Source: an optimization exercise on an open RTL-to-GDS flow (aim: small area). Production flows keep margins and buffers that such runs may drop.
Only simulation tests tie the RTL to the original design; equivalence was not proved.

==> flow/design.v, too long to show whole: its modules and the start of the top module <==
// module filter: 1049 lines
// module fa_cell: 4 lines
// module differentiator: 470 lines
// module SNR_reader: 862 lines
// module fm_demod: 32 lines
module fm_demod(
    input clk,
    input rstn,
    input en,
    input [2:0] channel,
    input [9:0] X,
    output [9:0] out,
    output [9:0] un_filtered_out,
    output filter_clk,
    output [16:0] snr
);
  // ...
==> flow/flow/run.sh <==
#!/bin/bash
# Standard layout with three changes: ports are buffered with the smallest
# buffer, clock tree synthesis inserts no dummy loads, and after placement the
# resizer sizes down cells on paths with slack to spare (power recovery).
set -e
export BUFFER_PORTS_ARGS="-buffer_cell sky130_fd_sc_hd__buf_1"
export CTS_ARGS="-sink_clustering_enable -repair_clock_nets -sink_clustering_size 30 -sink_clustering_max_diameter 100 -buf_list {sky130_fd_sc_hd__clkbuf_8 sky130_fd_sc_hd__clkbuf_16} -dont_use_dummy_load"
bash standard.sh place > standard_place.log 2>&1
openroad -no_init -exit flow/recover.tcl > recover.log 2>&1
bash standard.sh finish > standard.log 2>&1
==> flow/flow/recover.tcl <==
set P $::env(FLOW_HOME)/platforms/sky130hd
set R orfs/results/sky130hd/fm_demod/base
read_lef $P/lef/sky130_fd_sc_hd.tlef
read_lef $P/lef/sky130_fd_sc_hd_merged.lef
read_liberty $P/lib/sky130_fd_sc_hd__tt_025C_1v80.lib
read_db $R/3_place.odb
read_sdc $R/3_place.sdc
source $P/setRC.tcl
set_dont_use {sky130_fd_sc_hd__probe_p_8 sky130_fd_sc_hd__probec_p_8 sky130_fd_sc_hd__lpflow_*}
estimate_parasitics -placement
report_design_area
report_worst_slack -max
repair_timing -recover_power 100 -verbose
detailed_placement
check_placement
estimate_parasitics -placement
report_design_area
report_worst_slack -max
write_db $R/3_place.odb
==> flow/standard.sh <==
#!/bin/bash
# synth_recipe.tcl (not shown) runs the flow's synth.tcl, then flattens the netlist and writes it again
# the make line also repeats each setting of config.mk as NAME=value (left out here)
make -C /OpenROAD-flow-scripts/flow DESIGN_CONFIG=/design/flow/config.mk WORK_HOME=/design/flow/orfs CLKGATE_MAP_FILE= SYNTH_SCRIPT=/design/flow/synth_recipe.tcl "${@:-finish}"
==> flow/config.mk <==
export PLATFORM = sky130hd
export DESIGN_NAME = fm_demod
export DESIGN_NICKNAME = fm_demod
export VERILOG_FILES = /design/flow/design.v
export SDC_FILE = /design/flow/constraint.sdc
export NUM_CORES = 4
export LEC_CHECK = 0
export CAP_MARGIN = 5
export CORE_MARGIN = 2
export CORE_UTILIZATION = 65
export CTS_BUF_LIST = sky130_fd_sc_hd__clkbuf_8 sky130_fd_sc_hd__clkbuf_16
export CTS_CLUSTER_DIAMETER = 100
export CTS_CLUSTER_SIZE = 30
export SLEW_MARGIN = 5
export SYNTH_HIERARCHICAL = 1
==> flow/constraint.sdc <==
create_clock -name core_clock -period 35.0 [get_ports {clk}]
set_input_delay 7.0000 -clock core_clock [delete_from_list [all_inputs] [get_ports {clk}]]
set_output_delay 7.0000 -clock core_clock [all_outputs]
set_load 0.01 [all_outputs]
==> impl_metrics.ini, run 1 <==
[layout]
largest_class = multi-input combinational cells
fin_cells = 3346
final_layout_size_suffix_gt1_share_pct = 5.59
num-multi-input-gates = 1931
antenna_cells = 1
most-common-layout-cells = 644 x fa_1, 439 x dfrtp_1, 353 x mux2i_1
final_common_cell = fa_1
multi_input_area_um2 = 22300

[synth]
synth-seq-area-share_pct = 33.4
synthCells = 2675
yosysTopAreaCellShare_pct = 36.3
synth_xor_area_share_pct = 0.359
synth_fa_ha_area_share_pct = 39.2
avgSynthCellArea_um2 = 13.3
async_reset_ff_share_pct = 95.8

[placement]
gp_congestion = 0.915

[sta]
drv_slew = 0
period_share_pct = 96.1
fmax_ghz = 0.0297

[setup_path]
arrival_ns = 34.06
crit_top_cell = fa_1
crit_end = SNR_reader.F[16]
reg2reg_slack_ns = 1.38
startpoint = SNR_reader.Dn[16]
crit_buf_inv = 3
slowest_delay_ns = 0.73

[route]
drt_iter0_drc = 1917
wire_per_inst_um = 24.7
drc_errors = 0

[global_routing]
grt_overflow_total = 0
grt_busiest_layer = met1

[clock_network]
cts-htree-levels = 1

[run]
drv_cap = 0

[status]
status = complete, no violations

[floorplan]
die_x_um = 238
==> module differentiator, before the edit <==
module differentiator(
    input en,
    input clk,
    input rstn,
    input [2:0]channel,
    input [9:0] X,
    output wire [9:0] out,
    output wire filter_clk,
    output wire [9:0] un_filtered_out,
    output wire filter_ce_out
);
reg filter_clk_r;
reg filter_ce;
assign filter_ce_out = filter_ce;
assign filter_clk=filter_clk_r;
reg [9:0] XI0,XI1,XQ0,XQ1;
always @(posedge clk or negedge rstn) begin
    if(!rstn)begin
        XI0 <= 10'b0;
        XQ0 <= 10'b0;
        XI1 <= 10'b0;
        XQ1 <= 10'b0;
        filter_clk_r <= 1'b0;
        filter_ce <= 1'b0;
    end
    else begin
    filter_ce <= en & ~filter_clk_r;
    if(en) begin
        filter_clk_r <= ~filter_clk_r;
        if(channel==3'b110)
        begin
            XI1 <= XI0;
            XI0 <= X - 10'd512 ;
        end
        else if(channel==3'b100)
        begin
            XQ1 <= XQ0;
            XQ0 <= X - 10'd512;
        end
    end
    end
end
wire d_0;
wire d_1;
wire d_2, d_3;
wire d_4;
wire d_5, d_6;
wire d_7, d_8;
wire d_9, d_10;
wire d_11, d_12;
wire d_13;
wire d_14, d_15;
wire d_16, d_17;
wire d_18, d_19;
wire d_20, d_21;
wire d_22, d_23;
wire d_24, d_25;
wire d_26;
wire d_27, d_28;
wire d_29, d_30;
wire d_31, d_32;
wire d_33, d_34;
wire d_35, d_36;
wire d_37, d_38;
wire d_39, d_40;
wire d_41, d_42;
wire d_43;
wire d_44, d_45;
wire d_46, d_47;
wire d_48, d_49;
wire d_50, d_51;
wire d_52, d_53;
wire d_54, d_55;
wire d_56, d_57;
wire d_58, d_59;
wire d_60, d_61;
wire d_62, d_63;
wire d_64;
wire d_65, d_66;
wire d_67, d_68;
wire d_69, d_70;
wire d_71, d_72;
wire d_73, d_74;
wire d_75, d_76;
wire d_77, d_78;
wire d_79, d_80;
wire d_81, d_82;
wire d_83, d_84;
wire d_85, d_86;
wire d_87, d_88;
wire d_89;
wire d_90, d_91;
wire d_92, d_93;
wire d_94, d_95;
wire d_96, d_97;
wire d_98, d_99;
wire d_100, d_101;
wire d_102, d_103;
wire d_104, d_105;
wire d_106, d_107;
wire d_108, d_109;
wire d_110, d_111;
wire d_112, d_113;
wire d_114, d_115;
wire d_116, d_117;
wire d_118;
wire d_119, d_120;
wire d_121, d_122;
wire d_123, d_124;
wire d_125, d_126;
wire d_127, d_128;
wire d_129, d_130;
wire d_131, d_132;
wire d_133, d_134;
wire d_135, d_136;
wire d_137, d_138;
wire d_139, d_140;
wire d_141, d_142;
wire d_143, d_144;
wire d_145, d_146;
wire d_147, d_148;
wire d_149, d_150;
wire d_151;
wire d_152, d_153;
wire d_154, d_155;
wire d_156, d_157;
wire d_158, d_159;
wire d_160, d_161;
wire d_162, d_163;
wire d_164, d_165;
wire d_166, d_167;
wire d_168, d_169;
wire d_170, d_171;
wire d_172, d_173;
wire d_174, d_175;
wire d_176, d_177;
wire d_178, d_179;
wire d_180, d_181;
wire d_182, d_183;
wire d_184, d_185;
wire d_186, d_187;
wire d_188;
wire d_189, d_190;
wire d_191, d_192;
wire d_193, d_194;
wire d_195, d_196;
wire d_197, d_198;
wire d_199, d_200;
wire d_201, d_202;
wire d_203, d_204;
wire d_205, d_206;
wire d_207, d_208;
wire d_209, d_210;
wire d_211, d_212;
wire d_213, d_214;
wire d_215, d_216;
wire d_217, d_218;
wire d_219, d_220;
wire d_221, d_222;
wire d_223, d_224;
wire d_225;
wire d_226, d_227;
wire d_228, d_229;
wire d_230, d_231;
wire d_232, d_233;
wire d_234, d_235;
wire d_236, d_237;
wire d_238, d_239;
wire d_240, d_241;
wire d_242, d_243;
wire d_244, d_245;
wire d_246, d_247;
wire d_248, d_249;
wire d_250, d_251;
wire d_252, d_253;
wire d_254, d_255;
wire d_256, d_257;
wire d_258, d_259;
wire d_260;
wire d_261, d_262;
wire d_263, d_264;
wire d_265, d_266;
wire d_267, d_268;
wire d_269, d_270;
wire d_271, d_272;
wire d_273, d_274;
wire d_275, d_276;
wire d_277, d_278;
wire d_279, d_280;
wire d_281, d_282;
wire d_283, d_284;
wire d_285, d_286;
wire d_287, d_288;
wire d_289, d_290;
wire d_291;
wire d_292, d_293;
wire d_294, d_295;
wire d_296, d_297;
wire d_298, d_299;
wire d_300, d_301;
wire d_302, d_303;
wire d_304, d_305;
wire d_306, d_307;
wire d_308, d_309;
wire d_310, d_311;
wire d_312, d_313;
wire d_314, d_315;
wire d_316, d_317;
wire d_318;
wire d_319, d_320;
wire d_321, d_322;
wire d_323, d_324;
wire d_325, d_326;
wire d_327, d_328;
wire d_329, d_330;
wire d_331, d_332;
wire d_333, d_334;
wire d_335, d_336;
wire d_337, d_338;
wire d_339, d_340;
wire d_341;
wire d_342, d_343;
wire d_344, d_345;
wire d_346, d_347;
wire d_348, d_349;
wire d_350, d_351;
wire d_352, d_353;
wire d_354, d_355;
wire d_356, d_357;
wire d_358, d_359;
wire d_360;
wire d_361, d_362;
wire d_363, d_364;
wire d_365, d_366;
wire d_367, d_368;
wire d_369, d_370;
wire d_371, d_372;
wire d_373, d_374;
wire d_375;
wire d_376, d_377;
wire d_378, d_379;
wire d_380, d_381;
wire d_382, d_383;
wire d_384, d_385;
wire d_386;
wire d_387, d_388;
wire d_389, d_390;
wire d_391, d_392;
wire d_393;
wire d_394, d_395;
wire d_396;
assign d_1 = ~~(XQ0[0] & XI1[0]) | ~(XI0[0] & XQ1[0]);
fa_cell d_fa4 (.a(~(XI0[0] & XQ1[1])), .b(~(XI0[1] & XQ1[0])), .c(d_1), .s(d_2), .co(d_3));
assign d_4 = ~d_2;
fa_cell d_fa7 (.a(~(XQ0[0] & XI1[1])), .b(~(XQ0[1] & XI1[0])), .c(d_4), .s(d_5), .co(d_6));
fa_cell d_fa9 (.a(~(XI0[0] & XQ1[2])), .b(~(XI0[1] & XQ1[1])), .c(~(XI0[2] & XQ1[0])), .s(d_7), .co(d_8));
fa_cell d_fa11 (.a(~(XQ0[0] & XI1[2])), .b(~(XQ0[1] & XI1[1])), .c(~(XQ0[2] & XI1[0])), .s(d_9), .co(d_10));
fa_cell d_fa13 (.a(d_9), .b(d_6), .c(d_5), .s(d_11), .co(d_12));
assign d_13 = ~d_11;
fa_cell d_fa16 (.a(d_7), .b(d_3), .c(d_13), .s(d_14), .co(d_15));
fa_cell d_fa18 (.a(~(XI0[0] & XQ1[3])), .b(~(XI0[1] & XQ1[2])), .c(~(XI0[2] & XQ1[1])), .s(d_16), .co(d_17));
fa_cell d_fa20 (.a(~(XQ0[0] & XI1[3])), .b(~(XQ0[1] & XI1[2])), .c(~(XQ0[2] & XI1[1])), .s(d_18), .co(d_19));
fa_cell d_fa22 (.a(~(XI0[3] & XQ1[0])), .b(d_8), .c(d_16), .s(d_20), .co(d_21));
fa_cell d_fa24 (.a(~(XQ0[3] & XI1[0])), .b(d_10), .c(d_18), .s(d_22), .co(d_23));
fa_cell d_fa26 (.a(d_20), .b(d_15), .c(d_14), .s(d_24), .co(d_25));
assign d_26 = ~d_24;
fa_cell d_fa29 (.a(d_22), .b(d_12), .c(d_26), .s(d_27), .co(d_28));
fa_cell d_fa31 (.a(~(XI0[0] & XQ1[4])), .b(~(XI0[1] & XQ1[3])), .c(~(XI0[2] & XQ1[2])), .s(d_29), .co(d_30));
fa_cell d_fa33 (.a(~(XQ0[0] & XI1[4])), .b(~(XQ0[1] & XI1[3])), .c(~(XQ0[2] & XI1[2])), .s(d_31), .co(d_32));
fa_cell d_fa35 (.a(~(XI0[3] & XQ1[1])), .b(~(XI0[4] & XQ1[0])), .c(d_17), .s(d_33), .co(d_34));
fa_cell d_fa37 (.a(~(XQ0[3] & XI1[1])), .b(~(XQ0[4] & XI1[0])), .c(d_19), .s(d_35), .co(d_36));
fa_cell d_fa39 (.a(d_29), .b(d_33), .c(d_21), .s(d_37), .co(d_38));
fa_cell d_fa41 (.a(d_31), .b(d_35), .c(d_23), .s(d_39), .co(d_40));
fa_cell d_fa43 (.a(d_39), .b(d_28), .c(d_27), .s(d_41), .co(d_42));
assign d_43 = ~d_41;
fa_cell d_fa46 (.a(d_37), .b(d_25), .c(d_43), .s(d_44), .co(d_45));
fa_cell d_fa48 (.a(~(XI0[0] & XQ1[5])), .b(~(XI0[1] & XQ1[4])), .c(~(XI0[2] & XQ1[3])), .s(d_46), .co(d_47));
fa_cell d_fa50 (.a(~(XI0[3] & XQ1[2])), .b(~(XI0[4] & XQ1[1])), .c(~(XI0[5] & XQ1[0])), .s(d_48), .co(d_49));
fa_cell d_fa52 (.a(~(XQ0[0] & XI1[5])), .b(~(XQ0[1] & XI1[4])), .c(~(XQ0[2] & XI1[3])), .s(d_50), .co(d_51));
fa_cell d_fa54 (.a(~(XQ0[3] & XI1[2])), .b(~(XQ0[4] & XI1[1])), .c(~(XQ0[5] & XI1[0])), .s(d_52), .co(d_53));
fa_cell d_fa56 (.a(d_30), .b(d_46), .c(d_48), .s(d_54), .co(d_55));
fa_cell d_fa58 (.a(d_32), .b(d_50), .c(d_52), .s(d_56), .co(d_57));
fa_cell d_fa60 (.a(d_34), .b(d_54), .c(d_38), .s(d_58), .co(d_59));
fa_cell d_fa62 (.a(d_36), .b(d_56), .c(d_40), .s(d_60), .co(d_61));
fa_cell d_fa64 (.a(d_58), .b(d_45), .c(d_44), .s(d_62), .co(d_63));
assign d_64 = ~d_62;
fa_cell d_fa67 (.a(d_60), .b(d_42), .c(d_64), .s(d_65), .co(d_66));
fa_cell d_fa69 (.a(~(XI0[0] & XQ1[6])), .b(~(XI0[1] & XQ1[5])), .c(~(XI0[2] & XQ1[4])), .s(d_67), .co(d_68));
fa_cell d_fa71 (.a(~(XI0[3] & XQ1[3])), .b(~(XI0[4] & XQ1[2])), .c(~(XI0[5] & XQ1[1])), .s(d_69), .co(d_70));
fa_cell d_fa73 (.a(~(XQ0[0] & XI1[6])), .b(~(XQ0[1] & XI1[5])), .c(~(XQ0[2] & XI1[4])), .s(d_71), .co(d_72));
fa_cell d_fa75 (.a(~(XQ0[3] & XI1[3])), .b(~(XQ0[4] & XI1[2])), .c(~(XQ0[5] & XI1[1])), .s(d_73), .co(d_74));
fa_cell d_fa77 (.a(~(XI0[6] & XQ1[0])), .b(d_47), .c(d_49), .s(d_75), .co(d_76));
fa_cell d_fa79 (.a(~(XQ0[6] & XI1[0])), .b(d_51), .c(d_53), .s(d_77), .co(d_78));
fa_cell d_fa81 (.a(d_67), .b(d_69), .c(d_75), .s(d_79), .co(d_80));
fa_cell d_fa83 (.a(d_71), .b(d_73), .c(d_77), .s(d_81), .co(d_82));
fa_cell d_fa85 (.a(d_55), .b(d_79), .c(d_59), .s(d_83), .co(d_84));
fa_cell d_fa87 (.a(d_57), .b(d_81), .c(d_61), .s(d_85), .co(d_86));
fa_cell d_fa89 (.a(d_85), .b(d_66), .c(d_65), .s(d_87), .co(d_88));
assign d_89 = ~d_87;
fa_cell d_fa92 (.a(d_83), .b(d_63), .c(d_89), .s(d_90), .co(d_91));
fa_cell d_fa94 (.a(~(XI0[0] & XQ1[7])), .b(~(XI0[1] & XQ1[6])), .c(~(XI0[2] & XQ1[5])), .s(d_92), .co(d_93));
fa_cell d_fa96 (.a(~(XI0[3] & XQ1[4])), .b(~(XI0[4] & XQ1[3])), .c(~(XI0[5] & XQ1[2])), .s(d_94), .co(d_95));
fa_cell d_fa98 (.a(~(XQ0[0] & XI1[7])), .b(~(XQ0[1] & XI1[6])), .c(~(XQ0[2] & XI1[5])), .s(d_96), .co(d_97));
fa_cell d_fa100 (.a(~(XQ0[3] & XI1[4])), .b(~(XQ0[4] & XI1[3])), .c(~(XQ0[5] & XI1[2])), .s(d_98), .co(d_99));
fa_cell d_fa102 (.a(~(XI0[6] & XQ1[1])), .b(~(XI0[7] & XQ1[0])), .c(d_68), .s(d_100), .co(d_101));
fa_cell d_fa104 (.a(~(XQ0[6] & XI1[1])), .b(~(XQ0[7] & XI1[0])), .c(d_72), .s(d_102), .co(d_103));
fa_cell d_fa106 (.a(d_70), .b(d_92), .c(d_94), .s(d_104), .co(d_105));
fa_cell d_fa108 (.a(d_74), .b(d_96), .c(d_98), .s(d_106), .co(d_107));
fa_cell d_fa110 (.a(d_76), .b(d_100), .c(d_104), .s(d_108), .co(d_109));
fa_cell d_fa112 (.a(d_78), .b(d_102), .c(d_106), .s(d_110), .co(d_111));
fa_cell d_fa114 (.a(d_80), .b(d_108), .c(d_84), .s(d_112), .co(d_113));
fa_cell d_fa116 (.a(d_82), .b(d_110), .c(d_86), .s(d_114), .co(d_115));
fa_cell d_fa118 (.a(d_112), .b(d_91), .c(d_90), .s(d_116), .co(d_117));
assign d_118 = ~d_116;
fa_cell d_fa121 (.a(d_114), .b(d_88), .c(d_118), .s(d_119), .co(d_120));
fa_cell d_fa123 (.a(~(XI0[0] & XQ1[8])), .b(~(XI0[1] & XQ1[7])), .c(~(XI0[2] & XQ1[6])), .s(d_121), .co(d_122));
fa_cell d_fa125 (.a(~(XI0[3] & XQ1[5])), .b(~(XI0[4] & XQ1[4])), .c(~(XI0[5] & XQ1[3])), .s(d_123), .co(d_124));
fa_cell d_fa127 (.a(~(XI0[6] & XQ1[2])), .b(~(XI0[7] & XQ1[1])), .c(~(XI0[8] & XQ1[0])), .s(d_125), .co(d_126));
fa_cell d_fa129 (.a(~(XQ0[0] & XI1[8])), .b(~(XQ0[1] & XI1[7])), .c(~(XQ0[2] & XI1[6])), .s(d_127), .co(d_128));
fa_cell d_fa131 (.a(~(XQ0[3] & XI1[5])), .b(~(XQ0[4] & XI1[4])), .c(~(XQ0[5] & XI1[3])), .s(d_129), .co(d_130));
fa_cell d_fa133 (.a(~(XQ0[6] & XI1[2])), .b(~(XQ0[7] & XI1[1])), .c(~(XQ0[8] & XI1[0])), .s(d_131), .co(d_132));
fa_cell d_fa135 (.a(d_93), .b(d_95), .c(d_121), .s(d_133), .co(d_134));
fa_cell d_fa137 (.a(d_97), .b(d_99), .c(d_127), .s(d_135), .co(d_136));
fa_cell d_fa139 (.a(d_123), .b(d_125), .c(d_101), .s(d_137), .co(d_138));
fa_cell d_fa141 (.a(d_129), .b(d_131), .c(d_103), .s(d_139), .co(d_140));
fa_cell d_fa143 (.a(d_105), .b(d_133), .c(d_137), .s(d_141), .co(d_142));
fa_cell d_fa145 (.a(d_107), .b(d_135), .c(d_139), .s(d_143), .co(d_144));
fa_cell d_fa147 (.a(d_109), .b(d_141), .c(d_113), .s(d_145), .co(d_146));
fa_cell d_fa149 (.a(d_111), .b(d_143), .c(d_115), .s(d_147), .co(d_148));
fa_cell d_fa151 (.a(d_147), .b(d_120), .c(d_119), .s(d_149), .co(d_150));
assign d_151 = ~d_149;
fa_cell d_fa154 (.a(d_145), .b(d_117), .c(d_151), .s(d_152), .co(d_153));
fa_cell d_fa156 (.a(~(XQ0[0] & XI1[9])), .b(~(XQ0[9] & XI1[0])), .c(~(XI0[1] & XQ1[8])), .s(d_154), .co(d_155));
fa_cell d_fa158 (.a(~(XI0[2] & XQ1[7])), .b(~(XI0[3] & XQ1[6])), .c(~(XI0[4] & XQ1[5])), .s(d_156), .co(d_157));
fa_cell d_fa160 (.a(~(XI0[5] & XQ1[4])), .b(~(XI0[6] & XQ1[3])), .c(~(XI0[7] & XQ1[2])), .s(d_158), .co(d_159));
fa_cell d_fa162 (.a(~(XQ0[1] & XI1[8])), .b(~(XQ0[2] & XI1[7])), .c(~(XQ0[3] & XI1[6])), .s(d_160), .co(d_161));
fa_cell d_fa164 (.a(~(XQ0[4] & XI1[5])), .b(~(XQ0[5] & XI1[4])), .c(~(XQ0[6] & XI1[3])), .s(d_162), .co(d_163));
fa_cell d_fa166 (.a(~(XQ0[7] & XI1[2])), .b(~(XQ0[8] & XI1[1])), .c(~(XI0[0] & XQ1[9])), .s(d_164), .co(d_165));
fa_cell d_fa168 (.a(~(XI0[8] & XQ1[1])), .b(d_122), .c(d_124), .s(d_166), .co(d_167));
fa_cell d_fa170 (.a(~(XI0[9] & XQ1[0])), .b(d_128), .c(d_130), .s(d_168), .co(d_169));
fa_cell d_fa172 (.a(d_126), .b(d_154), .c(d_156), .s(d_170), .co(d_171));
fa_cell d_fa174 (.a(d_132), .b(d_160), .c(d_162), .s(d_172), .co(d_173));
fa_cell d_fa176 (.a(d_158), .b(d_166), .c(d_134), .s(d_174), .co(d_175));
fa_cell d_fa178 (.a(d_164), .b(d_168), .c(d_136), .s(d_176), .co(d_177));
fa_cell d_fa180 (.a(d_170), .b(d_138), .c(d_174), .s(d_178), .co(d_179));
fa_cell d_fa182 (.a(d_172), .b(d_140), .c(d_176), .s(d_180), .co(d_181));
fa_cell d_fa184 (.a(d_142), .b(d_178), .c(d_146), .s(d_182), .co(d_183));
fa_cell d_fa186 (.a(d_144), .b(d_180), .c(d_148), .s(d_184), .co(d_185));
fa_cell d_fa188 (.a(d_182), .b(d_153), .c(d_152), .s(d_186), .co(d_187));
assign d_188 = ~d_186;
fa_cell d_fa191 (.a(d_184), .b(d_150), .c(d_188), .s(d_189), .co(d_190));
fa_cell d_fa193 (.a(~(XQ0[1] & XI1[9])), .b(~(XQ0[9] & XI1[1])), .c(~(XI0[2] & XQ1[8])), .s(d_191), .co(d_192));
fa_cell d_fa195 (.a(~(XI0[3] & XQ1[7])), .b(~(XI0[4] & XQ1[6])), .c(~(XI0[5] & XQ1[5])), .s(d_193), .co(d_194));
fa_cell d_fa197 (.a(~(XI0[6] & XQ1[4])), .b(~(XI0[7] & XQ1[3])), .c(~(XI0[8] & XQ1[2])), .s(d_195), .co(d_196));
fa_cell d_fa199 (.a(~(XQ0[2] & XI1[8])), .b(~(XQ0[3] & XI1[7])), .c(~(XQ0[4] & XI1[6])), .s(d_197), .co(d_198));
fa_cell d_fa201 (.a(~(XQ0[5] & XI1[5])), .b(~(XQ0[6] & XI1[4])), .c(~(XQ0[7] & XI1[3])), .s(d_199), .co(d_200));
fa_cell d_fa203 (.a(~(XQ0[8] & XI1[2])), .b(~(XI0[1] & XQ1[9])), .c(~(XI0[9] & XQ1[1])), .s(d_201), .co(d_202));
fa_cell d_fa205 (.a(d_155), .b(d_157), .c(d_159), .s(d_203), .co(d_204));
fa_cell d_fa207 (.a(d_161), .b(d_163), .c(d_165), .s(d_205), .co(d_206));
fa_cell d_fa209 (.a(d_191), .b(d_193), .c(d_195), .s(d_207), .co(d_208));
fa_cell d_fa211 (.a(d_197), .b(d_199), .c(d_201), .s(d_209), .co(d_210));
fa_cell d_fa213 (.a(d_167), .b(d_203), .c(d_171), .s(d_211), .co(d_212));
fa_cell d_fa215 (.a(d_169), .b(d_205), .c(d_173), .s(d_213), .co(d_214));
fa_cell d_fa217 (.a(d_207), .b(d_175), .c(d_211), .s(d_215), .co(d_216));
fa_cell d_fa219 (.a(d_209), .b(d_177), .c(d_213), .s(d_217), .co(d_218));
fa_cell d_fa221 (.a(d_179), .b(d_215), .c(d_183), .s(d_219), .co(d_220));
fa_cell d_fa223 (.a(d_181), .b(d_217), .c(d_185), .s(d_221), .co(d_222));
fa_cell d_fa225 (.a(d_221), .b(d_190), .c(d_189), .s(d_223), .co(d_224));
assign d_225 = ~d_223;
fa_cell d_fa228 (.a(d_219), .b(d_187), .c(d_225), .s(d_226), .co(d_227));
fa_cell d_fa230 (.a(~(XQ0[2] & XI1[9])), .b(~(XQ0[9] & XI1[2])), .c(~(XI0[3] & XQ1[8])), .s(d_228), .co(d_229));
fa_cell d_fa232 (.a(~(XI0[4] & XQ1[7])), .b(~(XI0[5] & XQ1[6])), .c(~(XI0[6] & XQ1[5])), .s(d_230), .co(d_231));
fa_cell d_fa234 (.a(~(XQ0[3] & XI1[8])), .b(~(XQ0[4] & XI1[7])), .c(~(XQ0[5] & XI1[6])), .s(d_232), .co(d_233));
fa_cell d_fa236 (.a(~(XQ0[6] & XI1[5])), .b(~(XQ0[7] & XI1[4])), .c(~(XQ0[8] & XI1[3])), .s(d_234), .co(d_235));
fa_cell d_fa238 (.a(~(XI0[7] & XQ1[4])), .b(~(XI0[8] & XQ1[3])), .c(d_192), .s(d_236), .co(d_237));
fa_cell d_fa240 (.a(~(XI0[2] & XQ1[9])), .b(~(XI0[9] & XQ1[2])), .c(d_198), .s(d_238), .co(d_239));
fa_cell d_fa242 (.a(d_194), .b(d_196), .c(d_228), .s(d_240), .co(d_241));
fa_cell d_fa244 (.a(d_200), .b(d_202), .c(d_232), .s(d_242), .co(d_243));
fa_cell d_fa246 (.a(d_230), .b(d_204), .c(d_236), .s(d_244), .co(d_245));
fa_cell d_fa248 (.a(d_234), .b(d_206), .c(d_238), .s(d_246), .co(d_247));
fa_cell d_fa250 (.a(d_208), .b(d_240), .c(d_212), .s(d_248), .co(d_249));
fa_cell d_fa252 (.a(d_210), .b(d_242), .c(d_214), .s(d_250), .co(d_251));
fa_cell d_fa254 (.a(d_244), .b(d_216), .c(d_248), .s(d_252), .co(d_253));
fa_cell d_fa256 (.a(d_246), .b(d_218), .c(d_250), .s(d_254), .co(d_255));
fa_cell d_fa258 (.a(d_254), .b(d_222), .c(d_224), .s(d_256), .co(d_257));
fa_cell d_fa260 (.a(d_252), .b(d_220), .c(d_227), .s(d_258), .co(d_259));
assign d_260 = ~d_256;
fa_cell d_fa263 (.a(d_226), .b(d_258), .c(d_260), .s(d_261), .co(d_262));
fa_cell d_fa265 (.a(~(XQ0[3] & XI1[9])), .b(~(XQ0[9] & XI1[3])), .c(~(XI0[4] & XQ1[8])), .s(d_263), .co(d_264));
fa_cell d_fa267 (.a(~(XI0[5] & XQ1[7])), .b(~(XI0[6] & XQ1[6])), .c(~(XI0[7] & XQ1[5])), .s(d_265), .co(d_266));
fa_cell d_fa269 (.a(~(XQ0[4] & XI1[8])), .b(~(XQ0[5] & XI1[7])), .c(~(XQ0[6] & XI1[6])), .s(d_267), .co(d_268));
fa_cell d_fa271 (.a(~(XQ0[7] & XI1[5])), .b(~(XQ0[8] & XI1[4])), .c(~(XI0[3] & XQ1[9])), .s(d_269), .co(d_270));
fa_cell d_fa273 (.a(~(XI0[8] & XQ1[4])), .b(d_229), .c(d_231), .s(d_271), .co(d_272));
fa_cell d_fa275 (.a(~(XI0[9] & XQ1[3])), .b(d_233), .c(d_235), .s(d_273), .co(d_274));
fa_cell d_fa277 (.a(d_263), .b(d_265), .c(d_237), .s(d_275), .co(d_276));
fa_cell d_fa279 (.a(d_267), .b(d_269), .c(d_239), .s(d_277), .co(d_278));
fa_cell d_fa281 (.a(d_271), .b(d_241), .c(d_245), .s(d_279), .co(d_280));
fa_cell d_fa283 (.a(d_273), .b(d_243), .c(d_247), .s(d_281), .co(d_282));
fa_cell d_fa285 (.a(d_275), .b(d_249), .c(d_279), .s(d_283), .co(d_284));
fa_cell d_fa287 (.a(d_277), .b(d_251), .c(d_281), .s(d_285), .co(d_286));
fa_cell d_fa289 (.a(d_255), .b(d_285), .c(d_257), .s(d_287), .co(d_288));
fa_cell d_fa291 (.a(d_253), .b(d_283), .c(d_259), .s(d_289), .co(d_290));
assign d_291 = ~d_287;
fa_cell d_fa294 (.a(d_262), .b(d_289), .c(d_291), .s(d_292), .co(d_293));
fa_cell d_fa296 (.a(~(XQ0[4] & XI1[9])), .b(~(XQ0[9] & XI1[4])), .c(~(XI0[5] & XQ1[8])), .s(d_294), .co(d_295));
fa_cell d_fa298 (.a(~(XI0[6] & XQ1[7])), .b(~(XI0[7] & XQ1[6])), .c(~(XI0[8] & XQ1[5])), .s(d_296), .co(d_297));
fa_cell d_fa300 (.a(~(XQ0[5] & XI1[8])), .b(~(XQ0[6] & XI1[7])), .c(~(XQ0[7] & XI1[6])), .s(d_298), .co(d_299));
fa_cell d_fa302 (.a(~(XQ0[8] & XI1[5])), .b(~(XI0[4] & XQ1[9])), .c(~(XI0[9] & XQ1[4])), .s(d_300), .co(d_301));
fa_cell d_fa304 (.a(d_264), .b(d_266), .c(d_294), .s(d_302), .co(d_303));
fa_cell d_fa306 (.a(d_268), .b(d_270), .c(d_298), .s(d_304), .co(d_305));
fa_cell d_fa308 (.a(d_296), .b(d_272), .c(d_302), .s(d_306), .co(d_307));
fa_cell d_fa310 (.a(d_300), .b(d_274), .c(d_304), .s(d_308), .co(d_309));
fa_cell d_fa312 (.a(d_276), .b(d_306), .c(d_280), .s(d_310), .co(d_311));
fa_cell d_fa314 (.a(d_278), .b(d_308), .c(d_282), .s(d_312), .co(d_313));
fa_cell d_fa316 (.a(d_286), .b(d_312), .c(d_288), .s(d_314), .co(d_315));
fa_cell d_fa318 (.a(d_284), .b(d_310), .c(d_290), .s(d_316), .co(d_317));
assign d_318 = ~d_314;
fa_cell d_fa321 (.a(d_293), .b(d_316), .c(d_318), .s(d_319), .co(d_320));
fa_cell d_fa323 (.a(~(XQ0[5] & XI1[9])), .b(~(XQ0[9] & XI1[5])), .c(~(XI0[6] & XQ1[8])), .s(d_321), .co(d_322));
fa_cell d_fa325 (.a(~(XQ0[6] & XI1[8])), .b(~(XQ0[7] & XI1[7])), .c(~(XQ0[8] & XI1[6])), .s(d_323), .co(d_324));
fa_cell d_fa327 (.a(~(XI0[7] & XQ1[7])), .b(~(XI0[8] & XQ1[6])), .c(d_295), .s(d_325), .co(d_326));
fa_cell d_fa329 (.a(~(XI0[5] & XQ1[9])), .b(~(XI0[9] & XQ1[5])), .c(d_299), .s(d_327), .co(d_328));
fa_cell d_fa331 (.a(d_297), .b(d_321), .c(d_325), .s(d_329), .co(d_330));
fa_cell d_fa333 (.a(d_301), .b(d_323), .c(d_327), .s(d_331), .co(d_332));
fa_cell d_fa335 (.a(d_303), .b(d_307), .c(d_329), .s(d_333), .co(d_334));
fa_cell d_fa337 (.a(d_305), .b(d_309), .c(d_331), .s(d_335), .co(d_336));
fa_cell d_fa339 (.a(d_335), .b(d_313), .c(d_315), .s(d_337), .co(d_338));
fa_cell d_fa341 (.a(d_333), .b(d_311), .c(d_317), .s(d_339), .co(d_340));
assign d_341 = ~d_337;
fa_cell d_fa344 (.a(d_320), .b(d_339), .c(d_341), .s(d_342), .co(d_343));
fa_cell d_fa346 (.a(~(XQ0[6] & XI1[9])), .b(~(XQ0[9] & XI1[6])), .c(~(XI0[7] & XQ1[8])), .s(d_344), .co(d_345));
fa_cell d_fa348 (.a(~(XQ0[7] & XI1[8])), .b(~(XQ0[8] & XI1[7])), .c(~(XI0[6] & XQ1[9])), .s(d_346), .co(d_347));
fa_cell d_fa350 (.a(~(XI0[8] & XQ1[7])), .b(d_322), .c(d_344), .s(d_348), .co(d_349));
fa_cell d_fa352 (.a(~(XI0[9] & XQ1[6])), .b(d_324), .c(d_346), .s(d_350), .co(d_351));
fa_cell d_fa354 (.a(d_326), .b(d_348), .c(d_330), .s(d_352), .co(d_353));
fa_cell d_fa356 (.a(d_328), .b(d_350), .c(d_332), .s(d_354), .co(d_355));
fa_cell d_fa358 (.a(d_354), .b(d_336), .c(d_338), .s(d_356), .co(d_357));
fa_cell d_fa360 (.a(d_352), .b(d_334), .c(d_340), .s(d_358), .co(d_359));
assign d_360 = ~d_356;
fa_cell d_fa363 (.a(d_343), .b(d_358), .c(d_360), .s(d_361), .co(d_362));
fa_cell d_fa365 (.a(~(XQ0[7] & XI1[9])), .b(~(XQ0[9] & XI1[7])), .c(~(XI0[8] & XQ1[8])), .s(d_363), .co(d_364));
fa_cell d_fa367 (.a(~(XQ0[8] & XI1[8])), .b(~(XI0[7] & XQ1[9])), .c(~(XI0[9] & XQ1[7])), .s(d_365), .co(d_366));
fa_cell d_fa369 (.a(d_345), .b(d_363), .c(d_349), .s(d_367), .co(d_368));
fa_cell d_fa371 (.a(d_347), .b(d_365), .c(d_351), .s(d_369), .co(d_370));
fa_cell d_fa373 (.a(d_369), .b(d_355), .c(d_357), .s(d_371), .co(d_372));
fa_cell d_fa375 (.a(d_367), .b(d_353), .c(d_359), .s(d_373), .co(d_374));
assign d_375 = ~d_371;
fa_cell d_fa378 (.a(d_362), .b(d_373), .c(d_375), .s(d_376), .co(d_377));
fa_cell d_fa380 (.a(~(XQ0[8] & XI1[9])), .b(~(XQ0[9] & XI1[8])), .c(d_364), .s(d_378), .co(d_379));
fa_cell d_fa382 (.a(~(XI0[8] & XQ1[9])), .b(~(XI0[9] & XQ1[8])), .c(d_366), .s(d_380), .co(d_381));
fa_cell d_fa384 (.a(d_380), .b(d_370), .c(d_372), .s(d_382), .co(d_383));
fa_cell d_fa386 (.a(d_378), .b(d_368), .c(d_374), .s(d_384), .co(d_385));
assign d_386 = ~d_382;
fa_cell d_fa389 (.a(d_377), .b(d_384), .c(d_386), .s(d_387), .co(d_388));
fa_cell d_fa391 (.a(~(XQ0[9] & XI1[9])), .b(d_381), .c(d_383), .s(d_389), .co(d_390));
fa_cell d_fa393 (.a(~(XI0[9] & XQ1[9])), .b(d_379), .c(d_385), .s(d_391), .co(d_392));
assign d_393 = ~d_389;
fa_cell d_fa396 (.a(d_388), .b(d_391), .c(d_393), .s(d_394), .co(d_395));
assign d_396 = d_390 ^ d_392 ^ d_395;
wire [9:0] temp3 = {~d_396, d_394, d_387, d_376, d_361, d_342, d_319, d_292, d_261, ~d_226};
wire [9:0] temp4 = temp3 + 10'd512;
assign un_filtered_out=temp4;
filter filter(
    .CLK(clk),
    .RSTn(rstn),
    .CE(filter_ce),
    .FIR_IN(temp4),
    .FIR_OUT(out)
);
endmodule
==> inputs of run 2 (changes only) <==
--- a/flow/design.v
+++ b/flow/design.v
@@ -1,12 +1,13 @@
 module filter(
     input CLK,
     input RSTn,
     input CE,
+    input CEn,      
     input [9:0] FIR_IN,
     output [9:0] FIR_OUT
     );
 reg phase;
 reg [9:0] acc;
 reg [19:0] Q;
 assign FIR_OUT = acc;
 reg [9:0] P1;
@@ -78,87 +79,50 @@
     P29 <= 10'd0;
     P30 <= 10'd0;
     P31 <= 10'd0;
     P32 <= 10'd0;
     P33 <= 10'd0;
     P34 <= 10'd0;
   end else begin
     phase <= ~phase;
-    if (CE) begin
-      P1 <= ~x_in;
-      P2 <= ~{P1[4:0], P1[9:5]};
-      P3 <= ~{P2[4:0], P2[9:5]};
-      P4 <= ~{P3[4:0], P3[9:5]};
-      P5 <= ~{P4[4:0], P4[9:5]};
-      P6 <= ~{P5[4:0], P5[9:5]};
-      P7 <= ~{P6[4:0], P6[9:5]};
-      P8 <= ~{P7[4:0], P7[9:5]};
-      P9 <= ~{P8[4:0], P8[9:5]};
-      P10 <= ~{P9[4:0], P9[9:5]};
-      P11 <= ~{P10[4:0], P10[9:5]};
-      P12 <= ~{P11[4:0], P11[9:5]};
-      P13 <= ~{P12[4:0], P12[9:5]};
-      P14 <= ~{P13[4:0], P13[9:5]};
-      P15 <= ~{P14[4:0], P14[9:5]};
-      P16 <= ~{P15[4:0], P15[9:5]};
-      P17 <= ~{P16[4:0], P16[9:5]};
-      P18 <= ~{P17[4:0], P17[9:5]};
-      P19 <= ~{P18[4:0], P18[9:5]};
-      P20 <= ~{P19[4:0], P19[9:5]};
-      P21 <= ~{P20[4:0], P20[9:5]};
-      P22 <= ~{P21[4:0], P21[9:5]};
-      P23 <= ~{P22[4:0], P22[9:5]};
-      P24 <= ~{P23[4:0], P23[9:5]};
-      P25 <= ~{P24[4:0], P24[9:5]};
-      P26 <= ~{P25[4:0], P25[9:5]};
-      P27 <= ~{P26[4:0], P26[9:5]};
-      P28 <= ~{P27[4:0], P27[9:5]};
-      P29 <= ~{P28[4:0], P28[9:5]};
-      P30 <= ~{P29[4:0], P29[9:5]};
-      P31 <= ~{P30[4:0], P30[9:5]};
-      P32 <= ~{P31[4:0], P31[9:5]};
-      P33 <= ~{P32[4:0], P32[9:5]};
-      P34 <= ~{P33[4:0], P33[9:5]};
-    end else begin
-      P1 <= ~{P1[4:0], P1[9:5]};
-      P2 <= ~{P2[4:0], P2[9:5]};
-      P3 <= ~{P3[4:0], P3[9:5]};
-      P4 <= ~{P4[4:0], P4[9:5]};
-      P5 <= ~{P5[4:0], P5[9:5]};
-      P6 <= ~{P6[4:0], P6[9:5]};
-      P7 <= ~{P7[4:0], P7[9:5]};
-      P8 <= ~{P8[4:0], P8[9:5]};
-      P9 <= ~{P9[4:0], P9[9:5]};
-      P10 <= ~{P10[4:0], P10[9:5]};
-      P11 <= ~{P11[4:0], P11[9:5]};
-      P12 <= ~{P12[4:0], P12[9:5]};
-      P13 <= ~{P13[4:0], P13[9:5]};
-      P14 <= ~{P14[4:0], P14[9:5]};
-      P15 <= ~{P15[4:0], P15[9:5]};
-      P16 <= ~{P16[4:0], P16[9:5]};
-      P17 <= ~{P17[4:0], P17[9:5]};
-      P18 <= ~{P18[4:0], P18[9:5]};
-      P19 <= ~{P19[4:0], P19[9:5]};
-      P20 <= ~{P20[4:0], P20[9:5]};
-      P21 <= ~{P21[4:0], P21[9:5]};
-      P22 <= ~{P22[4:0], P22[9:5]};
-      P23 <= ~{P23[4:0], P23[9:5]};
-      P24 <= ~{P24[4:0], P24[9:5]};
-      P25 <= ~{P25[4:0], P25[9:5]};
-      P26 <= ~{P26[4:0], P26[9:5]};
-      P27 <= ~{P27[4:0], P27[9:5]};
-      P28 <= ~{P28[4:0], P28[9:5]};
-      P29 <= ~{P29[4:0], P29[9:5]};
-      P30 <= ~{P30[4:0], P30[9:5]};
-      P31 <= ~{P31[4:0], P31[9:5]};
-      P32 <= ~{P32[4:0], P32[9:5]};
-      P33 <= ~{P33[4:0], P33[9:5]};
-      P34 <= ~{P34[4:0], P34[9:5]};
-    end
+    P1 <= ~(({10{CE}} & x_in) | ({10{CEn}} & {P1[4:0], P1[9:5]}));
+    P2 <= ~(({10{CE}} & {P1[4:0], P1[9:5]}) | ({10{CEn}} & {P2[4:0], P2[9:5]}));
+    P3 <= ~(({10{CE}} & {P2[4:0], P2[9:5]}) | ({10{CEn}} & {P3[4:0], P3[9:5]}));
+    P4 <= ~(({10{CE}} & {P3[4:0], P3[9:5]}) | ({10{CEn}} & {P4[4:0], P4[9:5]}));
+    P5 <= ~(({10{CE}} & {P4[4:0], P4[9:5]}) | ({10{CEn}} & {P5[4:0], P5[9:5]}));
+    P6 <= ~(({10{CE}} & {P5[4:0], P5[9:5]}) | ({10{CEn}} & {P6[4:0], P6[9:5]}));
+    P7 <= ~(({10{CE}} & {P6[4:0], P6[9:5]}) | ({10{CEn}} & {P7[4:0], P7[9:5]}));
+    P8 <= ~(({10{CE}} & {P7[4:0], P7[9:5]}) | ({10{CEn}} & {P8[4:0], P8[9:5]}));
+    P9 <= ~(({10{CE}} & {P8[4:0], P8[9:5]}) | ({10{CEn}} & {P9[4:0], P9[9:5]}));
+    P10 <= ~(({10{CE}} & {P9[4:0], P9[9:5]}) | ({10{CEn}} & {P10[4:0], P10[9:5]}));
+    P11 <= ~(({10{CE}} & {P10[4:0], P10[9:5]}) | ({10{CEn}} & {P11[4:0], P11[9:5]}));
+    P12 <= ~(({10{CE}} & {P11[4:0], P11[9:5]}) | ({10{CEn}} & {P12[4:0], P12[9:5]}));
+    P13 <= ~(({10{CE}} & {P12[4:0], P12[9:5]}) | ({10{CEn}} & {P13[4:0], P13[9:5]}));
+    P14 <= ~(({10{CE}} & {P13[4:0], P13[9:5]}) | ({10{CEn}} & {P14[4:0], P14[9:5]}));
+    P15 <= ~(({10{CE}} & {P14[4:0], P14[9:5]}) | ({10{CEn}} & {P15[4:0], P15[9:5]}));
+    P16 <= ~(({10{CE}} & {P15[4:0], P15[9:5]}) | ({10{CEn}} & {P16[4:0], P16[9:5]}));
+    P17 <= ~(({10{CE}} & {P16[4:0], P16[9:5]}) | ({10{CEn}} & {P17[4:0], P17[9:5]}));
+    P18 <= ~(({10{CE}} & {P17[4:0], P17[9:5]}) | ({10{CEn}} & {P18[4:0], P18[9:5]}));
+    P19 <= ~(({10{CE}} & {P18[4:0], P18[9:5]}) | ({10{CEn}} & {P19[4:0], P19[9:5]}));
+    P20 <= ~(({10{CE}} & {P19[4:0], P19[9:5]}) | ({10{CEn}} & {P20[4:0], P20[9:5]}));
+    P21 <= ~(({10{CE}} & {P20[4:0], P20[9:5]}) | ({10{CEn}} & {P21[4:0], P21[9:5]}));
+    P22 <= ~(({10{CE}} & {P21[4:0], P21[9:5]}) | ({10{CEn}} & {P22[4:0], P22[9:5]}));
+    P23 <= ~(({10{CE}} & {P22[4:0], P22[9:5]}) | ({10{CEn}} & {P23[4:0], P23[9:5]}));
+    P24 <= ~(({10{CE}} & {P23[4:0], P23[9:5]}) | ({10{CEn}} & {P24[4:0], P24[9:5]}));
+    P25 <= ~(({10{CE}} & {P24[4:0], P24[9:5]}) | ({10{CEn}} & {P25[4:0], P25[9:5]}));
+    P26 <= ~(({10{CE}} & {P25[4:0], P25[9:5]}) | ({10{CEn}} & {P26[4:0], P26[9:5]}));
+    P27 <= ~(({10{CE}} & {P26[4:0], P26[9:5]}) | ({10{CEn}} & {P27[4:0], P27[9:5]}));
+    P28 <= ~(({10{CE}} & {P27[4:0], P27[9:5]}) | ({10{CEn}} & {P28[4:0], P28[9:5]}));
+    P29 <= ~(({10{CE}} & {P28[4:0], P28[9:5]}) | ({10{CEn}} & {P29[4:0], P29[9:5]}));
+    P30 <= ~(({10{CE}} & {P29[4:0], P29[9:5]}) | ({10{CEn}} & {P30[4:0], P30[9:5]}));
+    P31 <= ~(({10{CE}} & {P30[4:0], P30[9:5]}) | ({10{CEn}} & {P31[4:0], P31[9:5]}));
+    P32 <= ~(({10{CE}} & {P31[4:0], P31[9:5]}) | ({10{CEn}} & {P32[4:0], P32[9:5]}));
+    P33 <= ~(({10{CE}} & {P32[4:0], P32[9:5]}) | ({10{CEn}} & {P33[4:0], P33[9:5]}));
+    P34 <= ~(({10{CE}} & {P33[4:0], P33[9:5]}) | ({10{CEn}} & {P34[4:0], P34[9:5]}));
   end
 wire f_0;
 wire f_1;
 wire f_2, f_3;
 wire f_4, f_5;
 wire f_6, f_7;
 wire f_8, f_9;
 wire f_10;
@@ -1059,30 +1023,33 @@
     input [9:0] X,
     output wire [9:0] out,
     output wire filter_clk,
     output wire [9:0] un_filtered_out,
     output wire filter_ce_out
 );
 reg filter_clk_r;
 reg filter_ce;
+reg filter_ce_n;    
 assign filter_ce_out = filter_ce;
 assign filter_clk=filter_clk_r;
 reg [9:0] XI0,XI1,XQ0,XQ1;
 always @(posedge clk or negedge rstn) begin
     if(!rstn)begin
         XI0 <= 10'b0;
         XQ0 <= 10'b0;
         XI1 <= 10'b0;
         XQ1 <= 10'b0;
         filter_clk_r <= 1'b0;
         filter_ce <= 1'b0;
+        filter_ce_n <= 1'b1;
     end
     else begin
     filter_ce <= en & ~filter_clk_r;
+    filter_ce_n <= ~(en & ~filter_clk_r);
     if(en) begin
         filter_clk_r <= ~filter_clk_r;
         if(channel==3'b110)
         begin
             XI1 <= XI0;
             XI0 <= X - 10'd512 ;
         end
         else if(channel==3'b100)
@@ -1512,16 +1479,17 @@
 assign d_396 = d_390 ^ d_392 ^ d_395;
 wire [9:0] temp3 = {~d_396, d_394, d_387, d_376, d_361, d_342, d_319, d_292, d_261, ~d_226};
 wire [9:0] temp4 = temp3 + 10'd512;
 assign un_filtered_out=temp4;
 filter filter(
     .CLK(clk),
     .RSTn(rstn),
     .CE(filter_ce),
+    .CEn(filter_ce_n),
     .FIR_IN(temp4),
     .FIR_OUT(out)
 );
 endmodule
 module SNR_reader (
     input wire clk,
     input wire rstn,
     input wire ce,
==> flow/flow/run.sh (replaced) <==
#!/bin/bash
# Standard layout, with two changes: ports are buffered with the smallest
# buffer, and clock tree synthesis inserts no dummy loads.
set -e
export BUFFER_PORTS_ARGS="-buffer_cell sky130_fd_sc_hd__buf_1"
export CTS_ARGS="-sink_clustering_enable -repair_clock_nets -sink_clustering_size 30 -sink_clustering_max_diameter 100 -buf_list {sky130_fd_sc_hd__clkbuf_8 sky130_fd_sc_hd__clkbuf_16} -dont_use_dummy_load"
bash standard.sh > standard.log 2>&1
removed: flow/flow/recover.tcl
==> run 2 against run 1 <==
Still clean on timing, DRC and antenna. Flip-flop and latch count up 1. Routed wire length up 0.30%. Worst setup slack better by 0.079 ns. Register-to-register slack better by 0.08 ns. Clock-buffer cell count down 2. Critical path depth unchanged. Die area down 1.6%.
==> impl_metrics.ini, run 2 <==
[synth]
yosysTopAreaCell = fa_1
synth-seq-area-share_pct = 34.0
synthFlopType = dfrtp_1
synth_common_cells = 644 x fa_1, 440 x dfrtp_1, 347 x a22oi_1, 309 x nand2_1, 125 x inv_1
synth-edff-count = 0
synthCells = 2703
synth_seq_cells = 478
async_reset_ff_share_pct = 95.8
netlist-cell-type-count = 79
synth_most_common_cell = fa_1
yosysTopAreaCellShare_pct = 36.9
syn-cell-area_um2 = 35000
avgSynthCellArea_um2 = 12.9
yosys_warnings = 9
synth_nets = 3445
synth.area.top_cells = fa_1 37%, dfrtp_1 32%, a22oi_1 7.5%

[route]
drtAntennaViolNets = 0
wire_per_inst_um = 25.0
drc_errors = 0
vias_per_cell = 6.55
routed_wl_um = 83000
num_vias = 21718
drt_iter0_drc = 2050
first_pass_iters = 6

[placement]
port_buffers = 53
place_area_um2 = 35400
hpwl_um = 64000
dp.cells = 3294
gp_congestion = 0.929

[clock_network]
cts_buffers = 23
cts_tree = done
clock-sinks = 478
cts_root_buffer = clkbuf_16
clock_path_buffers = 3
cts-htree-levels = 1
postCtsSetupBuffers = 0
clk_latency_ns = 0.61
path_clk_slew_ns = 0.11

[sta]
finalWorstPathRequiredPeriod_ns = 33.54
drv_slew = 0
fmax_ghz = 0.0298
clock_skew_ns = 0.0977
max_slew.worst_pin.slew_ns = 1.24
period_share_pct = 95.8
setup_violations = 0
relSlewSlack_pct = 17.6
rsz0062_at_grt = false
tns_ns = 0
hold_viol = 0

[run]
drv_cap = 0

[min_path]
hp-class = register to register

[layout]
most-common-layout-cells = 644 x fa_1, 439 x dfrtp_1, 347 x a22oi_1
multi_input_area_um2 = 21800
fillers = 3828
final_layout_size_suffix_gt1_share_pct = 7.38
antenna_cells = 0
fin_area_um2 = 36000
final_common_cell = fa_1
regArea_um2 = 11900
area_delta_synth_final_pct = 2.95
regMostFlops = differentiator.filter.Q
largest_reg_flops = 20
nNetsFinal = 3373
fin_cells = 3317

[global_routing]
grt_start_max_net_pins = 253
grt_overflow_total = 0
antenna_found_initial = 0
grt_pass1_vias = 23501
grt_use_total_pct = 31.4
grt_pass1_wl_um = 135000

[setup_path]
critPathRequiredTime_ns = 35.36
critPathMaxFanout = 19
crit_path_top_delay_cell = dfstp_4
cp-end-kind = register
slowest_delay_ns = 0.86
arrival_ns = 33.90
crit_top_cell = fa_1
path_class = register to register
start_kind = register

[floorplan]
die_area_um2 = 55600
coreArea_um2 = 52900
pin_count = 54
die_x_um = 236
start_util_pct = 66.1
rows = 84
fp.dieH_um = 236

[status]
status = complete, no violations
==> run 2: cell count changes after synthesis, sizes merged, moves of 10 or more <==
cell    previous run  this run
nor3               6        16
clkbuf            76        87
nor2             105        88
a22oi             10       347
mux2              83       101
buf               64        88
mux2i            353        13
==> run 2: cell type report <==
class,instances,share of cell area [%]
clock buffer,23,1.60
timing repair buffer,78,1.15
tap,688,2.39
sequential,478,33.1
multi-input combinational,1925,60.5
inverter,125,1.30
==> run 2: final timing paths <==
path	startpoint	to	slack [ns]	cells after the start
worst min-delay path	differentiator.filter.P34[7]	differentiator.filter.P34[2]	0.43	1
worst min register to register	differentiator.filter.P34[7]	differentiator.filter.P34[2]	0.43	1
max in group asynchronous	rstn	differentiator.filter_ce	25.86	3
worst max register to register	SNR_reader.Dn[5]	SNR_reader.F[13]	1.46	101
worst max-delay path	SNR_reader.Dn[5]	SNR_reader.F[13]	1.46	101
min in group asynchronous	rstn	SNR_reader.SNR_reg[8]	6.55	1
==> run 2: per-module statistics from Yosys, one instance, submodules excluded, a selection <==
| module | cells | copies in the design |
|---|---|---|
| differentiator | 364 | 1 |
| filter | 965 | 1 |
| fa_cell | 1 | 644 |
| SNR_reader | 730 | 1 |
==> run 2: cells by family after synthesis <==
| logic type | after synthesis | synth area share [%] |
|---|---|---|
| compound gates | 560 | 11.4 |
| xor+xnor | 15 | 0.397 |
| fa+ha+maj | 730 | 39.9 |
| buf+inv | 300 | 3.74 |
| flops | 478 | 34.0 |
| mux | 114 | 4.12 |
| simple gates | 506 | 6.43 |
==> run 2: what timing repair did <==
| action | 4_1_cts | 5_1_grt |
|---|---|---|
| endpoints found under the setup margin | 0 | 12 |
| endpoints found under the hold margin | 0 | 0 |
| hold buffers | 0 | 0 |
| gates resized for setup | 0 | 3 |
==> run 2: layer usage <==
layer	global-route usage (%)	part of all wire (%)
met5	0	0
met4	7.60	2.6
met3	4.15	6.1
met2	47.7	47
met1	49.2	44
==> run 2: stage by stage <==
step | setup WS [ns] | hold slack [ns] | util [%]
3_5_place_dp | 1.06 | 0.407 | 67.0
2_1_floorplan | 2.74 | 0.401 | -
3_3_place_gp | 1.63 | 0.410 | 67.0
5_1_grt | 0.0181 | 0.454 | 68.1
6_report | 1.46 | 0.426 | 68.1
4_1_cts | 0.940 | 0.430 | 68.0
==> run 2: critical path: cells and delay by family, from the launching register on <==
family | cells | cell delay, ns
DFF | 1 | 0.86
adders and majority gates | 64 | 25.41
buffers and inverters | 4 | 0.76
AOI/OAI and AO/OA | 14 | 2.57
and+or+nand+nor | 18 | 3.32
muxes | 1 | 0.41

-- what the ideal ports hide --
The flow's constraints put no driver on any port. The routed layouts listed below were extracted and timed again, unchanged, in two steps.
Step 1: set_driving_cell puts a clkbuf_16 on clk and a buf_2 on each other input, an assumption about the parent block.
Step 2 times the ports against the registers' clock, not the clock port: input delays grow and output delays shrink by t, the midpoint of the rising clock arrivals with the driver on.
a / b / c = ideal / step 1 / step 2; a / b = the first two.
| run | t, ns | setup slack, ns | worst setup path at the end | slew at the worst register clock pin (ns) | worst slew at a driven data input, ns |
|---|---|---|---|---|---|
| run 1 | 0.641 | 1.378 / 1.378 / 1.378 | register to register | 0.11 / 0.11 | 0.03 |
| run 2 | 0.624 | 1.457 / 1.457 / 1.457 | register to register | 0.12 / 0.12 | 0.06 |
After both steps setup and hold are still met in every run listed.
